This is an optimization exercise on Yosys and OpenROAD, whose aim is small area and a short achievable clock period, not a production implementation.
Function not checked in this run: the RTL went through the layout flow alone.
Power is estimated from default activity; no workload was simulated.

**flow/design.v**
```verilog
module matmul_fa (input logic a, input logic b, input logic c, output logic s, output logic co);
  assign s = a ^ b ^ c;
  assign co = (a & b) | (a & c) | (b & c);
endmodule
module matmul_and (input logic a, input logic b, output logic y);
  assign y = a & b;
endmodule
module matmul_aoi (input logic a1, input logic a2, input logic b1, output logic y);
  assign y = ~((a1 & a2) | b1);
endmodule
module matmul_maj (input logic a, input logic b, input logic c, output logic y);
  assign y = (a & b) | (a & c) | (b & c);
endmodule
module matmul_nand (input logic a, input logic b, output logic y);
  assign y = ~(a & b);
endmodule
module matmul_nor (input logic a, input logic b, output logic y);
  assign y = ~(a | b);
endmodule
module matmul_oai (input logic a1, input logic a2, input logic b1, output logic y);
  assign y = ~((a1 | a2) & b1);
endmodule
module matmul_or (input logic a, input logic b, output logic y);
  assign y = a | b;
endmodule
module matmul_xnor (input logic a, input logic b, output logic y);
  assign y = ~(a ^ b);
endmodule
module matmul_xor (input logic a, input logic b, output logic y);
  assign y = a ^ b;
endmodule
module matmul_dot2 (input logic [7:0] a0, input logic [7:0] b0,
                    input logic [7:0] a1, input logic [7:0] b1,
                    output logic [7:0] y);
  wire n1 = ~(a0[0] & b0[0]);
  wire n2 = ~(a1[0] & b1[0]);
  wire n3 = ~(a0[0] & b0[1]);
  wire n4 = ~(a0[1] & b0[0]);
  wire n5 = ~(a1[0] & b1[1]);
  wire n6 = ~(a1[1] & b1[0]);
  wire n7, n8;
  matmul_fa un7 (.a(n3), .b(n4), .c(n5), .s(n7), .co(n8));
  wire n9 = ~(a0[0] & b0[2]);
  wire n10 = ~(a0[1] & b0[1]);
  wire n11 = ~(a0[2] & b0[0]);
  wire n12 = ~(a1[0] & b1[2]);
  wire n13 = ~(a1[1] & b1[1]);
  wire n14 = ~(a1[2] & b1[0]);
  wire n15, n16;
  matmul_fa un15 (.a(n9), .b(n10), .c(n11), .s(n15), .co(n16));
  wire n17, n18;
  matmul_fa un17 (.a(n12), .b(n13), .c(n14), .s(n17), .co(n18));
  wire n19;
  matmul_xor un19 (.a(n8), .b(n15), .y(n19));
  wire n20;
  matmul_xor un20 (.a(n19), .b(n17), .y(n20));
  wire n21;
  matmul_maj un21 (.a(n8), .b(n15), .c(n17), .y(n21));
  wire n22 = ~(a0[0] & b0[3]);
  wire n23 = ~(a0[1] & b0[2]);
  wire n24;
  matmul_xnor un24 (.a(n22), .b(n23), .y(n24));
  wire n25;
  matmul_or un25 (.a(n22), .b(n23), .y(n25));
  wire n26 = ~(a0[2] & b0[1]);
  wire n27 = ~(a0[3] & b0[0]);
  wire n28 = ~(a1[0] & b1[3]);
  wire n29 = ~(a1[1] & b1[2]);
  wire n30 = ~(a1[2] & b1[1]);
  wire n31 = ~(a1[3] & b1[0]);
  wire n32, n33;
  matmul_fa un32 (.a(n26), .b(n27), .c(n28), .s(n32), .co(n33));
  wire n34, n35;
  matmul_fa un34 (.a(n29), .b(n30), .c(n31), .s(n34), .co(n35));
  wire n36;
  matmul_xor un36 (.a(n24), .b(n16), .y(n36));
  wire n37;
  matmul_xor un37 (.a(n36), .b(n18), .y(n37));
  wire n38;
  matmul_maj un38 (.a(n24), .b(n16), .c(n18), .y(n38));
  wire n39;
  matmul_xor un39 (.a(n32), .b(n34), .y(n39));
  wire n40;
  matmul_xor un40 (.a(n39), .b(n37), .y(n40));
  wire n41;
  matmul_maj un41 (.a(n32), .b(n34), .c(n37), .y(n41));
  wire n42 = ~(a0[0] & b0[4]);
  wire n43 = ~(a0[1] & b0[3]);
  wire n44;
  matmul_xnor un44 (.a(n42), .b(n43), .y(n44));
  wire n45;
  matmul_or un45 (.a(n42), .b(n43), .y(n45));
  wire n46 = ~(a0[2] & b0[2]);
  wire n47 = ~(a0[3] & b0[1]);
  wire n48 = ~(a0[4] & b0[0]);
  wire n49 = ~(a1[0] & b1[4]);
  wire n50 = ~(a1[1] & b1[3]);
  wire n51 = ~(a1[2] & b1[2]);
  wire n52 = ~(a1[3] & b1[1]);
  wire n53 = ~(a1[4] & b1[0]);
  wire n54, n55;
  matmul_fa un54 (.a(n46), .b(n47), .c(n48), .s(n54), .co(n55));
  wire n56, n57;
  matmul_fa un56 (.a(n49), .b(n50), .c(n51), .s(n56), .co(n57));
  wire n58, n59;
  matmul_fa un58 (.a(n52), .b(n53), .c(n44), .s(n58), .co(n59));
  wire n60;
  matmul_xor un60 (.a(n25), .b(n33), .y(n60));
  wire n61;
  matmul_xor un61 (.a(n60), .b(n35), .y(n61));
  wire n62;
  matmul_maj un62 (.a(n25), .b(n33), .c(n35), .y(n62));
  wire n63;
  matmul_xor un63 (.a(n54), .b(n56), .y(n63));
  wire n64;
  matmul_xor un64 (.a(n63), .b(n58), .y(n64));
  wire n65;
  matmul_maj un65 (.a(n54), .b(n56), .c(n58), .y(n65));
  wire n66;
  matmul_xor un66 (.a(n38), .b(n61), .y(n66));
  wire n67;
  matmul_xor un67 (.a(n66), .b(n64), .y(n67));
  wire n68;
  matmul_maj un68 (.a(n38), .b(n61), .c(n64), .y(n68));
  wire n69 = ~(a0[0] & b0[5]);
  wire n70 = ~(a0[1] & b0[4]);
  wire n71;
  matmul_xnor un71 (.a(n69), .b(n70), .y(n71));
  wire n72;
  matmul_or un72 (.a(n69), .b(n70), .y(n72));
  wire n73 = ~(a0[2] & b0[3]);
  wire n74 = ~(a0[3] & b0[2]);
  wire n75 = ~(a0[4] & b0[1]);
  wire n76 = ~(a0[5] & b0[0]);
  wire n77 = ~(a1[0] & b1[5]);
  wire n78 = ~(a1[1] & b1[4]);
  wire n79 = ~(a1[2] & b1[3]);
  wire n80 = ~(a1[3] & b1[2]);
  wire n81 = ~(a1[4] & b1[1]);
  wire n82 = ~(a1[5] & b1[0]);
  wire n83, n84;
  matmul_fa un83 (.a(n73), .b(n74), .c(n75), .s(n83), .co(n84));
  wire n85, n86;
  matmul_fa un85 (.a(n76), .b(n77), .c(n78), .s(n85), .co(n86));
  wire n87, n88;
  matmul_fa un87 (.a(n79), .b(n80), .c(n81), .s(n87), .co(n88));
  wire n89, n90;
  matmul_fa un89 (.a(n82), .b(n71), .c(n45), .s(n89), .co(n90));
  wire n91;
  matmul_xor un91 (.a(n55), .b(n57), .y(n91));
  wire n92;
  matmul_xor un92 (.a(n91), .b(n83), .y(n92));
  wire n93;
  matmul_maj un93 (.a(n55), .b(n57), .c(n83), .y(n93));
  wire n94;
  matmul_xor un94 (.a(n85), .b(n87), .y(n94));
  wire n95;
  matmul_xor un95 (.a(n94), .b(n59), .y(n95));
  wire n96;
  matmul_maj un96 (.a(n85), .b(n87), .c(n59), .y(n96));
  wire n97;
  matmul_xor un97 (.a(n89), .b(n62), .y(n97));
  wire n98;
  matmul_xor un98 (.a(n97), .b(n92), .y(n98));
  wire n99;
  matmul_maj un99 (.a(n89), .b(n62), .c(n92), .y(n99));
  wire n100;
  matmul_xor un100 (.a(n95), .b(n65), .y(n100));
  wire n101;
  matmul_xor un101 (.a(n100), .b(n98), .y(n101));
  wire n102;
  matmul_maj un102 (.a(n95), .b(n65), .c(n98), .y(n102));
  wire n103 = ~(a0[0] & b0[6]);
  wire n104 = ~(a0[1] & b0[5]);
  wire n105;
  matmul_xnor un105 (.a(n103), .b(n104), .y(n105));
  wire n106;
  matmul_or un106 (.a(n103), .b(n104), .y(n106));
  wire n107 = ~(a0[2] & b0[4]);
  wire n108 = ~(a0[3] & b0[3]);
  wire n109 = ~(a0[4] & b0[2]);
  wire n110 = ~(a0[5] & b0[1]);
  wire n111 = ~(a0[6] & b0[0]);
  wire n112 = ~(a1[0] & b1[6]);
  wire n113 = ~(a1[1] & b1[5]);
  wire n114 = ~(a1[2] & b1[4]);
  wire n115 = ~(a1[3] & b1[3]);
  wire n116 = ~(a1[4] & b1[2]);
  wire n117 = ~(a1[5] & b1[1]);
  wire n118 = ~(a1[6] & b1[0]);
  wire n119, n120;
  matmul_fa un119 (.a(n107), .b(n108), .c(n109), .s(n119), .co(n120));
  wire n121, n122;
  matmul_fa un121 (.a(n110), .b(n111), .c(n112), .s(n121), .co(n122));
  wire n123, n124;
  matmul_fa un123 (.a(n113), .b(n114), .c(n115), .s(n123), .co(n124));
  wire n125, n126;
  matmul_fa un125 (.a(n116), .b(n117), .c(n118), .s(n125), .co(n126));
  wire n127;
  matmul_xor un127 (.a(n105), .b(n72), .y(n127));
  wire n128;
  matmul_xor un128 (.a(n127), .b(n84), .y(n128));
  wire n129;
  matmul_maj un129 (.a(n105), .b(n72), .c(n84), .y(n129));
  wire n130;
  matmul_xor un130 (.a(n86), .b(n88), .y(n130));
  wire n131;
  matmul_xor un131 (.a(n130), .b(n119), .y(n131));
  wire n132;
  matmul_maj un132 (.a(n86), .b(n88), .c(n119), .y(n132));
  wire n133;
  matmul_xor un133 (.a(n121), .b(n123), .y(n133));
  wire n134;
  matmul_xor un134 (.a(n133), .b(n125), .y(n134));
  wire n135;
  matmul_maj un135 (.a(n121), .b(n123), .c(n125), .y(n135));
  wire n136;
  matmul_xor un136 (.a(n128), .b(n90), .y(n136));
  wire n137;
  matmul_xor un137 (.a(n136), .b(n131), .y(n137));
  wire n138;
  matmul_maj un138 (.a(n128), .b(n90), .c(n131), .y(n138));
  wire n139;
  matmul_xor un139 (.a(n93), .b(n134), .y(n139));
  wire n140;
  matmul_xor un140 (.a(n139), .b(n96), .y(n140));
  wire n141;
  matmul_maj un141 (.a(n93), .b(n134), .c(n96), .y(n141));
  wire n142;
  matmul_xor un142 (.a(n137), .b(n99), .y(n142));
  wire n143;
  matmul_xor un143 (.a(n142), .b(n140), .y(n143));
  wire n144;
  matmul_maj un144 (.a(n137), .b(n99), .c(n140), .y(n144));
  wire n145 = ~(a0[0] & b0[7]);
  wire n146 = ~(a0[1] & b0[6]);
  wire n147 = ~(a0[2] & b0[5]);
  wire n148 = ~(a0[3] & b0[4]);
  wire n149 = ~(a0[4] & b0[3]);
  wire n150 = ~(a0[5] & b0[2]);
  wire n151 = ~(a0[6] & b0[1]);
  wire n152 = ~(a0[7] & b0[0]);
  wire n153 = ~(a1[0] & b1[7]);
  wire n154 = ~(a1[1] & b1[6]);
  wire n155 = ~(a1[2] & b1[5]);
  wire n156 = ~(a1[3] & b1[4]);
  wire n157 = ~(a1[4] & b1[3]);
  wire n158 = ~(a1[5] & b1[2]);
  wire n159 = ~(a1[6] & b1[1]);
  wire n160 = ~(a1[7] & b1[0]);
  wire n161;
  matmul_xor un161 (.a(n145), .b(n146), .y(n161));
  wire n162;
  matmul_xor un162 (.a(n147), .b(n148), .y(n162));
  wire n163;
  matmul_xor un163 (.a(n149), .b(n150), .y(n163));
  wire n164;
  matmul_xor un164 (.a(n151), .b(n152), .y(n164));
  wire n165;
  matmul_xor un165 (.a(n153), .b(n154), .y(n165));
  wire n166;
  matmul_xor un166 (.a(n155), .b(n156), .y(n166));
  wire n167;
  matmul_xor un167 (.a(n157), .b(n158), .y(n167));
  wire n168;
  matmul_xor un168 (.a(n159), .b(n160), .y(n168));
  wire n169;
  matmul_xor un169 (.a(n161), .b(n162), .y(n169));
  wire n170;
  matmul_xor un170 (.a(n163), .b(n164), .y(n170));
  wire n171;
  matmul_xor un171 (.a(n165), .b(n166), .y(n171));
  wire n172;
  matmul_xor un172 (.a(n167), .b(n168), .y(n172));
  wire n173;
  matmul_xor un173 (.a(n106), .b(n169), .y(n173));
  wire n174;
  matmul_xor un174 (.a(n170), .b(n171), .y(n174));
  wire n175;
  matmul_xor un175 (.a(n172), .b(n120), .y(n175));
  wire n176;
  matmul_xor un176 (.a(n122), .b(n124), .y(n176));
  wire n177;
  matmul_xor un177 (.a(n126), .b(n173), .y(n177));
  wire n178;
  matmul_xor un178 (.a(n174), .b(n175), .y(n178));
  wire n179;
  matmul_xor un179 (.a(n176), .b(n129), .y(n179));
  wire n180;
  matmul_xor un180 (.a(n177), .b(n178), .y(n180));
  wire n181;
  matmul_xor un181 (.a(n132), .b(n135), .y(n181));
  wire n182;
  matmul_xor un182 (.a(n179), .b(n180), .y(n182));
  wire n183;
  matmul_xor un183 (.a(n181), .b(n138), .y(n183));
  wire n184;
  matmul_xor un184 (.a(n182), .b(n141), .y(n184));
  wire n185;
  matmul_xor un185 (.a(n183), .b(n184), .y(n185));
  wire n186;
  matmul_xor un186 (.a(n144), .b(n185), .y(n186));
  wire n187;
  matmul_xor un187 (.a(n1), .b(n2), .y(n187));
  wire n188;
  matmul_or un188 (.a(n1), .b(n2), .y(n188));
  wire n189, n190;
  matmul_fa un189 (.a(n6), .b(n7), .c(n188), .s(n189), .co(n190));
  wire n191 = ~n189;
  wire n192;
  matmul_xor un192 (.a(n20), .b(n190), .y(n192));
  wire n193;
  matmul_or un193 (.a(n20), .b(n190), .y(n193));
  wire n194;
  matmul_xor un194 (.a(n21), .b(n40), .y(n194));
  wire n195;
  matmul_and un195 (.a(n21), .b(n40), .y(n195));
  wire n196;
  matmul_or un196 (.a(n21), .b(n40), .y(n196));
  wire n197;
  matmul_xnor un197 (.a(n194), .b(n193), .y(n197));
  wire n198;
  matmul_oai un198 (.a1(n195), .a2(n193), .b1(n196), .y(n198));
  wire n199;
  matmul_xor un199 (.a(n41), .b(n67), .y(n199));
  wire n200;
  matmul_nand un200 (.a(n41), .b(n67), .y(n200));
  wire n201;
  matmul_nor un201 (.a(n41), .b(n67), .y(n201));
  wire n202;
  matmul_xor un202 (.a(n199), .b(n198), .y(n202));
  wire n203;
  matmul_aoi un203 (.a1(n200), .a2(n198), .b1(n201), .y(n203));
  wire n204;
  matmul_xor un204 (.a(n68), .b(n101), .y(n204));
  wire n205;
  matmul_and un205 (.a(n68), .b(n101), .y(n205));
  wire n206;
  matmul_or un206 (.a(n68), .b(n101), .y(n206));
  wire n207;
  matmul_xnor un207 (.a(n204), .b(n203), .y(n207));
  wire n208;
  matmul_oai un208 (.a1(n205), .a2(n203), .b1(n206), .y(n208));
  wire n209;
  matmul_xor un209 (.a(n102), .b(n143), .y(n209));
  wire n210;
  matmul_nand un210 (.a(n102), .b(n143), .y(n210));
  wire n211;
  matmul_nor un211 (.a(n102), .b(n143), .y(n211));
  wire n212;
  matmul_xor un212 (.a(n209), .b(n208), .y(n212));
  wire n213;
  matmul_aoi un213 (.a1(n210), .a2(n208), .b1(n211), .y(n213));
  wire n214;
  matmul_xor un214 (.a(n186), .b(n213), .y(n214));
  assign y = {n214, n212, n207, n202, n197, n192, n191, n187};
endmodule
module matmul(A,B,y,clk);
    input logic [31:0] A;
    input logic [31:0] B;
    output logic [31:0] y;
    input logic clk;
    logic [7:0] y00, y01, y10, y11;
    matmul_dot2 u00 (.a0(A[31:24]), .b0(B[31:24]), .a1(A[23:16]), .b1(B[15:8]), .y(y00));
    matmul_dot2 u01 (.a0(A[31:24]), .b0(B[23:16]), .a1(A[23:16]), .b1(B[7:0]),  .y(y01));
    matmul_dot2 u10 (.a0(A[15:8]),  .b0(B[31:24]), .a1(A[7:0]),   .b1(B[15:8]), .y(y10));
    matmul_dot2 u11 (.a0(A[15:8]),  .b0(B[23:16]), .a1(A[7:0]),   .b1(B[7:0]),  .y(y11));
    always_ff @(posedge clk)
        y <= {y00, y01, y10, y11};
endmodule
```
**flow/flow/run.sh**
```bash
#!/bin/bash
# The standard layout (standard.sh) with two changes:
# - buffer_ports gives every port a sky130_fd_sc_hd__buf_6 buffer instead of the delay-buffer
#   cell it picks by default;
# - after global placement, flow/size2.tcl sets each cell that is not near-critical to the smallest drive strength
#   of its family that keeps the worst setup slack, and
#   gives the output ports buf_1 buffers.
# Each tool's full output is in the ORFS logs under orfs/logs; make's output
# is in standard.log.
set -e
export BUFFER_PORTS_ARGS="-buffer_cell sky130_fd_sc_hd__buf_6"
export POST_GLOBAL_PLACE_TCL="$(pwd)/flow/size2.tcl"
bash standard.sh  finish > standard.log 2>&1
```
**flow/flow/size2.tcl**
```tcl
set outbuf sky130_fd_sc_hd__buf_1
set n 0
foreach port [all_outputs] {
  set net [get_nets [get_full_name $port]]
  foreach pin [get_pins -of_objects $net -filter "direction == output"] {
    set inst [get_cells -of_objects $pin]
    set cell [get_property [get_property $inst liberty_cell] name]
    if {[string match "sky130_fd_sc_hd__buf_*" $cell] && $cell ne $outbuf} {
      replace_cell $inst $outbuf
      incr n
    }
  }
}
puts "size2.tcl: $n output port buffers set to $outbuf"
estimate_parasitics -placement

proc total_area {} {
  set a 0.0
  foreach i [[ord::get_db_block] getInsts] {
    set m [$i getMaster]
    if {[$m getType] eq "CORE"} { set a [expr {$a + [$m getWidth] * [$m getHeight] / 1e6}] }
  }
  return $a
}
puts [format "size2.tcl: start area %.1f wns %.3f" [total_area] [worst_slack -max]]
if {[info exists ::env(SIZE_MARGIN)] && $::env(SIZE_MARGIN) ne ""} {
  repair_timing -setup -setup_margin $::env(SIZE_MARGIN) -skip_last_gasp -verbose
  estimate_parasitics -placement
  puts [format "size2.tcl: after repair_timing area %.1f wns %.3f" [total_area] [worst_slack -max]]
}

set dont_use [expr {[info exists ::env(DONT_USE_CELLS)] ? $::env(DONT_USE_CELLS) : {}}]
array set fam {}
array set carea {}
foreach lc [get_lib_cells sky130_fd_sc_hd__*] {
  set name [get_name $lc]
  if {[lsearch -exact $dont_use $name] >= 0} continue
  if {![regexp {^(sky130_fd_sc_hd__[a-z0-9]+)_([0-9]+)$} $name -> base size]} continue
  set m [[ord::get_db] findMaster $name]
  if {$m eq "NULL"} continue
  set carea($name) [expr {[$m getWidth] * [$m getHeight] / 1e6}]
  lappend fam($base) $name
}
set skip_re {^sky130_fd_sc_hd__(dfxtp|dfxbp|dfrtp|tapvpwrvgnd|fill|decap|conb)}
set W [worst_slack -max]
set changed 0
foreach inst [get_cells *] {
  set lc [get_property $inst liberty_cell]
  if {$lc eq "" || $lc eq "NULL"} continue
  set cell [get_name $lc]
  if {[regexp $skip_re $cell]} continue
  if {![regexp {^(sky130_fd_sc_hd__[a-z0-9]+)_([0-9]+)$} $cell -> base size]} continue
  if {![info exists fam($base)]} continue
  set smaller {}
  foreach alt $fam($base) {
    if {$carea($alt) < $carea($cell) - 1e-6} { lappend smaller [list $carea($alt) $alt] }
  }
  if {![llength $smaller]} continue
  set s 1e9
  foreach pin [get_pins -of_objects $inst -filter "direction == output"] {
    set ps [get_property $pin slack_max]
    if {$ps ne "" && $ps < $s} { set s $ps }
  }
  if {$s < $W + 0.02} continue
  foreach pair [lsort -real -index 0 $smaller] {
    set alt [lindex $pair 1]
    replace_cell $inst $alt
    estimate_parasitics -placement
    if {[worst_slack -max] >= $W - 0.0005} { incr changed; set cell {}; break }
  }
  if {$cell ne {}} {
    replace_cell $inst $cell
    estimate_parasitics -placement
  }
}
puts [format "size2.tcl: downsized %d cells, area %.1f wns %.3f" $changed [total_area] [worst_slack -max]]
```
**flow/standard.sh**
```bash
#!/bin/bash
# synth_recipe.tcl (not shown) runs the flow's synth.tcl, then flattens the netlist and writes it again
# the make line also repeats each setting of config.mk as NAME=value (left out here)
make -C /OpenROAD-flow-scripts/flow DESIGN_CONFIG=/design/flow/config.mk WORK_HOME=/design/flow/orfs CLKGATE_MAP_FILE= SYNTH_SCRIPT=/design/flow/synth_recipe.tcl "${@:-finish}"
```
**flow/config.mk**
```make
export PLATFORM = sky130hd
export DESIGN_NAME = matmul
export DESIGN_NICKNAME = matmul
export VERILOG_FILES = /design/flow/design.v
export SDC_FILE = /design/flow/constraint.sdc
export NUM_CORES = 4
export LEC_CHECK = 0
export CAP_MARGIN = 20
export CORE_MARGIN = 2
export CORE_UTILIZATION = 40
export SLEW_MARGIN = 20
export SYNTH_HIERARCHICAL = 1
export SYNTH_MINIMUM_KEEP_SIZE = 0
```
**flow/constraint.sdc**
```tcl
create_clock -name core_clock -period 10.0 [get_ports {clk}]
set_input_delay 2.0000 -clock core_clock [delete_from_list [all_inputs] [get_ports {clk}]]
set_output_delay 2.0000 -clock core_clock [all_outputs]
set_load 0.01 [all_outputs]
```
==> flow_summary.toml <==
[outcome]
run_status = "complete, no violations"

[layout]
antennaDiodeCount = 0
syn_to_final_growth_pct = 8.703
final_cell_mix = "nand2_1, xor2_1, fa_1"
num-fill-cells = 1769
final_common_cell = "nand2_1"
largest_reg_flops = 32
top_register = "y"
largestRegisters = "y x32"
nNetsFinal = 1056
drive_above_1_share = 0.06494

[synth]
syn_inst = 868
ys_types = 14
yosys_warnings = 7
seq_area_frac_synth = 0.09001
synth.largest_area_cell = "xor2_1"
yosys.area.top_type_share = 0.3298
synth_area_leaders = "xor2_1, fa_1, nand2_1"
avgSynthCellArea_sq_um = 8.199
syn_nets = 1001
synth-seq-cells = 32
syn_area_sq_mm = 0.007117

[setup_path]
path_class = "input pin to flip-flop"
critPathMaxStageDelay_ps = 500
cp_cell_sequence = "buf_6 > nand2_1 > xnor2_1 > fa_1 > maj3_1 > xor2_1 > xor2_1 > or2_1 > o21ai_1 > a21oi_1 > xor2_1"
required_ps = 10170
cp_common_cell = "xor2_1"
critPathBufInv = 1
path_max_fanout = 14
slowest_stage = "fa_1"
cpLargestDelayFamily = "adder cells"
start_kind = "input pin"
end_kind = "flip-flop"
worstPathArrival_ps = 4460

[grt]
track_usage = 0.2005
antenna_found_initial = 0
grt_pass1_wl_mm = 28.85
first_global_vias = 5319
gr-total-overflow = 0
grt_max_degree = 17

[min_path]
hold_path.class = "input pin to flip-flop"

[timing]
tns_ps = 0
holdWs_ps = 2075
worst_slew_pin_slew_ps = 354.8
maxSlewHeadroom = 0.7634
period_share = 0.4290
hold_viol = 0
fmax_ghz = 0.2331
layout_min_cycle_time_ps = 4290
rsz0062_at_grt = "no"
slew_violations = 0
setup_viol = 0
setup_slack_ps = 5710

[power]
p_leak_uw = 0.002866
seqPwrFrac = 0.148
combPwrFrac = 0.720
switching_share = 0.4585
p_clk_frac = 0.132
switching_power_uw = 658.4
p_int_uw = 777.8
max-vdd-ir-drop_uv = 87.46
cellPowerDensity_mw_per_mm2 = 185.6

[routing]
routed_wl_mm = 18.30
drt_iter0_drc = 344
ant_nets = 0
vias_per_cell = 4.810
vias = 5527
wl_per_cell_microns = 15.93
drc_errors = 0
drtPass1Iterations = 5

[floorplanning]
fp.dieW_microns = 137.4
coreArea_sq_mm = 0.01736
die-area_sq_mm = 0.01887
ioPinCount = 97
initial_core_util = 0.4100
die_y_microns = 137.4
rows = 48

[clocking]
clkTransAtPathRegs_ps = 60
cts_tree = "built"
post_cts_buffers = 0
cts.htree.levels = 2
cts_resized = 0
numCtsBuffers = 5
clock-sinks = 32
cts_root_buf = "clkbuf_16"
holdBufCountCts = 0
clockBufferDepth = 2

[placement]
dp_slack_ps = 5447
portBuffers = 96
dp_hpwl_mm = 13.86

[job]
max_cap_viol_count = 0
[worst paths after layout]
path / start / end / depth (start not counted)
worst min-delay path: A[16] / y[16] / 3
worst max-delay path: A[9] / y[15] / 11
[cell families (layout without fill, tap and decap cells)]
logic type      after synthesis  count (layout)  synth area share
buf+inv                      52             108           0.04712
simple gates                344             344            0.1955
fa+ha+maj                   132             132            0.2925
flops                        32              32           0.09001
compound gates               16              16           0.01547
xor+xnor                    292             292            0.3594
[worst min-delay path: stages]
cell and delay (ps):
buf_6 140, nand2_1 100, xor2_1 60
[per-stage QoR]
stage / instance area [sq um] / utilization / power (uW) / std cells
6_report: 7736 / 0.4457 / 1436 / 1149
2_1_floorplan: 7117 / - / 1334 / 868
5_1_grt: 7736 / 0.4457 / 1571 / 1149
4_1_cts: 7736 / 0.4457 / 1451 / 1149
3_5_place_dp: 7553 / 0.4352 / 1255 / 1141
3_3_place_gp: 8159 / 0.4701 / 1374 / 1141
[modules after synthesis (local to each module, per instance), excerpt]
module,cells inside,copies in the design
matmul_and,1,8
matmul_nand,1,8
matmul_or,1,32
matmul_aoi,1,8
matmul_xor,1,268
matmul_xnor,1,24
matmul_fa,1,68
matmul_dot2,85,4
matmul_nor,1,8
[layer usage]
metal,GRT usage,vias up,wire length [microns]
li1,-,2759,-
met1,0.2899,2619,8856
met2,0.3273,137,8388
met3,0.01766,12,857
met4,0.03952,0,197
met5,0,-,0
[cells in the mapped netlist (all sizes together)]
cell   instances
a21oi          8
and2           8
buf           48
dfxtp         32
fa            68
inv            4
maj3          64
nand2        296
nor2           8
o21ai          8
or2           32
xnor2         24
xor2         268
[area by class of cell]
| type | count | area (sq um) | share of cell area |
|---|---|---|---|
| inverters | 4 | 15.01 | 0.001941 |
| repair buffers | 96 | 570.5 | 0.07375 |
| well taps | 225 | 281.5 | 0.03639 |
| clock inverters | 1 | 30.03 | 0.003882 |
| clock buffers | 7 | 152.6 | 0.01973 |
| flip-flops and latches | 32 | 640.6 | 0.08281 |
| multi-input cells | 784 | 6046 | 0.7815 |
[power groups by stage]
stage	Sequential (uW)	Combinational [uW]	Clock, uW
final	212	1030	189
after global routing	219	1150	198
after CTS	214	1040	194
after detailed placement	216	1040	0
after global placement	229	1140	0
after floorplan	247	1090	0

-- static timing again, ports no longer ideal --
The flow's constraints put no driver on any port. The routed layout listed below was extracted and timed again, unchanged, in two steps.
Step 1 sets driving cells, clkbuf_16 on the clock port and buf_2 on the other inputs (assumed; they add their load-dependent delay and slew).
Step 2 also shifts input and output timing later by t, the mid clock arrival at the registers, as if the neighbouring blocks saw the same clock.
a / b / c = no drivers / after step 1 / after step 2; a / b = the first two.
t (ns): 0.319
slack for setup (ns): 5.710 / 5.711 / 5.392
latest minus earliest clock arrival (ns): 0.010 / 0.010
pins driven straight from the clock port: 1
After both steps setup and hold are still met in this run. The setup slack of this run moves by +0.001 ns with the drivers and by -0.318 ns with both steps.
